Context: an optimization exercise on an open-source flow, tuned for small area, a short achievable clock period and few clock cycles. The choices shown serve that exercise and are no tape-out recipe. At most, simulation tests tie the RTL to the original design; equivalence was not proved. No activity file was given, so power comes from the tool's default toggle rates.

## v6
// ipdc
module ipdc (                        
	input         i_clk,
	input         i_rst_n,
	input         i_op_valid,
	input  [ 2:0] i_op_mode,
	input         i_in_valid,
	input  [23:0] i_in_data,
	output        o_in_ready,
	output        o_out_valid,
	output [23:0] o_out_data
);
Size in the first run: about 2300 flip-flops, about 57 I/O pins.
==> flow/config.mk <==
export PLATFORM = sky130hd
export DESIGN_NAME = ipdc
export DESIGN_NICKNAME = ipdc
export VERILOG_FILES = /design/flow/design.v
export SDC_FILE = /design/flow/constraint.sdc
export NUM_CORES = 4
export LEC_CHECK = 0
export CAP_MARGIN = 20
export CORE_MARGIN = 2
export CORE_UTILIZATION = 40
export SLEW_MARGIN = 20
==> flow/constraint.sdc <==
create_clock -name core_clock -period 10.0 [get_ports {i_clk}]
set_input_delay 2.0000 -clock core_clock [delete_from_list [all_inputs] [get_ports {i_clk}]]
set_output_delay 2.0000 -clock core_clock [all_outputs]
set_load 0.01 [all_outputs]
standard.sh (not shown) runs the stock make flow with config.mk's settings and CLKGATE_MAP_FILE= SYNTH_SCRIPT=/design/flow/synth_recipe.tcl, a recipe that flattens the netlist after the stock synthesis.
==> flow/flow/run.sh <==
#!/bin/bash
# Standard ORFS layout; timing repair aims for a setup slack of 6.75 ns
# against the 10 ns clock, i.e. for a cycle of about 3.25 ns.
bash standard.sh SETUP_SLACK_MARGIN=6.75 finish > standard.log 2>&1
The final layout from v6, which completed every stage, passed the timing, design-rule and antenna checks at the end of the flow.
Testbench counts of v6, summed over its fixed seeds: cycles 13,492.
Inputs modified between v6 and v7:
-- flow/design.v --
<<< v6, line 112
    end
endgenerate
wire        ld_first;        
reg         med_ins;         
wire [23:0] med_res;
wire [23:0] ring_in = med_ins ? med_res : (i_in_valid ? i_in_data : rp[0]);
always @(posedge i_clk) begin
    ring <= {ring_in, ring[1535:24]};
end
reg [5:0] B;
always @(posedge i_clk or negedge i_rst_n) begin
    if (!i_rst_n)               B <= 6'd0;
    else if (ld_first)          B <= 6'd63;
    else                        B <= B - 6'd1;
end
>>> v7, line 112
    end
endgenerate
reg  [23:0] in_q;            
reg         ld_ins;          
reg         ld_first;        
reg         med_ins;         
wire [23:0] med_res;
wire [23:0] ring_in = med_ins ? med_res : (ld_ins ? in_q : rp[0]);
always @(posedge i_clk) begin
    ring <= {ring_in, ring[1535:24]};
    in_q <= i_in_data;
end
reg [5:0] B;
always @(posedge i_clk or negedge i_rst_n) begin
    if (!i_rst_n)               B <= 6'd0;
    else if (ld_ins & ld_first) B <= 6'd63;
    else                        B <= B - 6'd1;
end
<<< v6, line 142
        icnt0    <= 1'b1;
        icnt63   <= 1'b0;
    end
    else begin
>>> v7, line 145
        icnt0    <= 1'b1;
        icnt63   <= 1'b0;
        ld_ins   <= 1'b0;
        ld_first <= 1'b0;
    end
    else begin
<<< v6, line 149
            icnt63 <= (icnt == 6'd62);
        end
    end
end
assign ld_first = i_in_valid & icnt0;
wire ld_done = i_in_valid & icnt63;
reg       med_pend;
>>> v7, line 154
            icnt63 <= (icnt == 6'd62);
        end
        ld_ins   <= i_in_valid;
        ld_first <= i_in_valid & icnt0;
    end
end
wire ld_done = i_in_valid & icnt63;
reg       med_pend;
<<< v6, line 158
always @(posedge i_clk or negedge i_rst_n) begin
    if (!i_rst_n) b_is1 <= 1'b0;
    else          b_is1 <= (B[2:0] == 3'd2) & ~ld_first;
end
wire      med_go = (med_pend | op_med) & b_is1 & ~med_ins;
always @(posedge i_clk or negedge i_rst_n) begin
    if (!i_rst_n) begin
>>> v7, line 164
always @(posedge i_clk or negedge i_rst_n) begin
    if (!i_rst_n) b_is1 <= 1'b0;
    else          b_is1 <= (B == 6'd2) & ~(ld_ins & ld_first);
end
wire      med_go = (med_pend | op_med) & b_is1;
always @(posedge i_clk or negedge i_rst_n) begin
    if (!i_rst_n) begin
<<< v6, line 186
wire [5:0] n_now  = 6'd7 - B;
wire [23:0] med3c;
reg  [191:0] sv;             
wire         sv_cap = med_ins & (ins_cnt[5:3] == 3'd0);
always @(posedge i_clk) sv <= {sv[167:0], sv_cap ? rp[0] : sv[191:168]};
reg          sv_sel;         
always @(posedge i_clk or negedge i_rst_n) begin
    if (!i_rst_n) sv_sel <= 1'b0;
    else          sv_sel <= med_ins & (ins_cnt >= 6'd47) & (ins_cnt <= 6'd54);
end
wire [23:0] bot_raw = sv_sel ? sv[191:168] : rp[16];
generate
    for (gi = 0; gi < 3; gi = gi + 1) begin : g_med
>>> v7, line 192
wire [5:0] n_now  = 6'd7 - B;
wire [23:0] med3c;
generate
    for (gi = 0; gi < 3; gi = gi + 1) begin : g_med
<<< v6, line 208
            .top (rp[0][8*gi +: 8]  & {8{~mtop}}),
            .mid (rp[8][8*gi +: 8]),
            .bot (bot_raw[8*gi +: 8] & {8{~mbot}}),
            .lz  (lz),
            .rz  (rz),
>>> v7, line 205
            .top (rp[0][8*gi +: 8]  & {8{~mtop}}),
            .mid (rp[8][8*gi +: 8]),
            .bot (rp[16][8*gi +: 8] & {8{~mbot}}),
            .lz  (lz),
            .rz  (rz),
Findings:
The synthesized cell count in v7 was lower than what v6 gave. Summary of v7 over v6: share of synthesized cell area in full adder, half adder and majority cells lower, post-CTS setup buffer count lower, power of the clock network lower, pre-CTS worst setup slack lower. From v6 to v7 the numbers moved as follows: smallest setup slack after layout moved up; post-route clock period utilization moved down; peak supply drop moved down; wire length of the first global-routing pass moved down. v7 vs v6 on horizontal die dimension: v7 is the lower one. The higher combinational power of v7 and v6 is in v6. On v7: power is about 11% lower than what v6 gave.
For v7, only the layout was checked, not whether the RTL still works.

## re-timing with driven ports
No port has a modelled driver above. Below, the same layouts with a new extraction and two added sets of constraints. Step 1 (the two cells are an assumption about what drives the block):
set clk [get_ports {i_clk}]
set_driving_cell -lib_cell sky130_fd_sc_hd__clkbuf_16 $clk
set_driving_cell -lib_cell sky130_fd_sc_hd__buf_2 [delete_from_list [all_inputs] $clk]
Step 2 times the ports against the registers' clock, not the clock port: input delays grow and output delays shrink by t, the midpoint of the rising clock arrivals with the driver on. a / b / c = no drivers / after step 1 / after step 2; a / b = the first two.
run	t (ns)	setup slack, ns	clock arrival spread, ns	worst slew at a driven data input, ns
v6	0.877	6.504 / 6.504 / 6.133	0.031 / 0.031	0.06
v7	0.874	6.679 / 6.610 / 6.254	0.047 / 0.046	0.07
After both steps every run listed still meets setup and hold. The setup slack of v7, which loses most, moves by -0.069 ns with the drivers and by -0.425 ns with both steps.
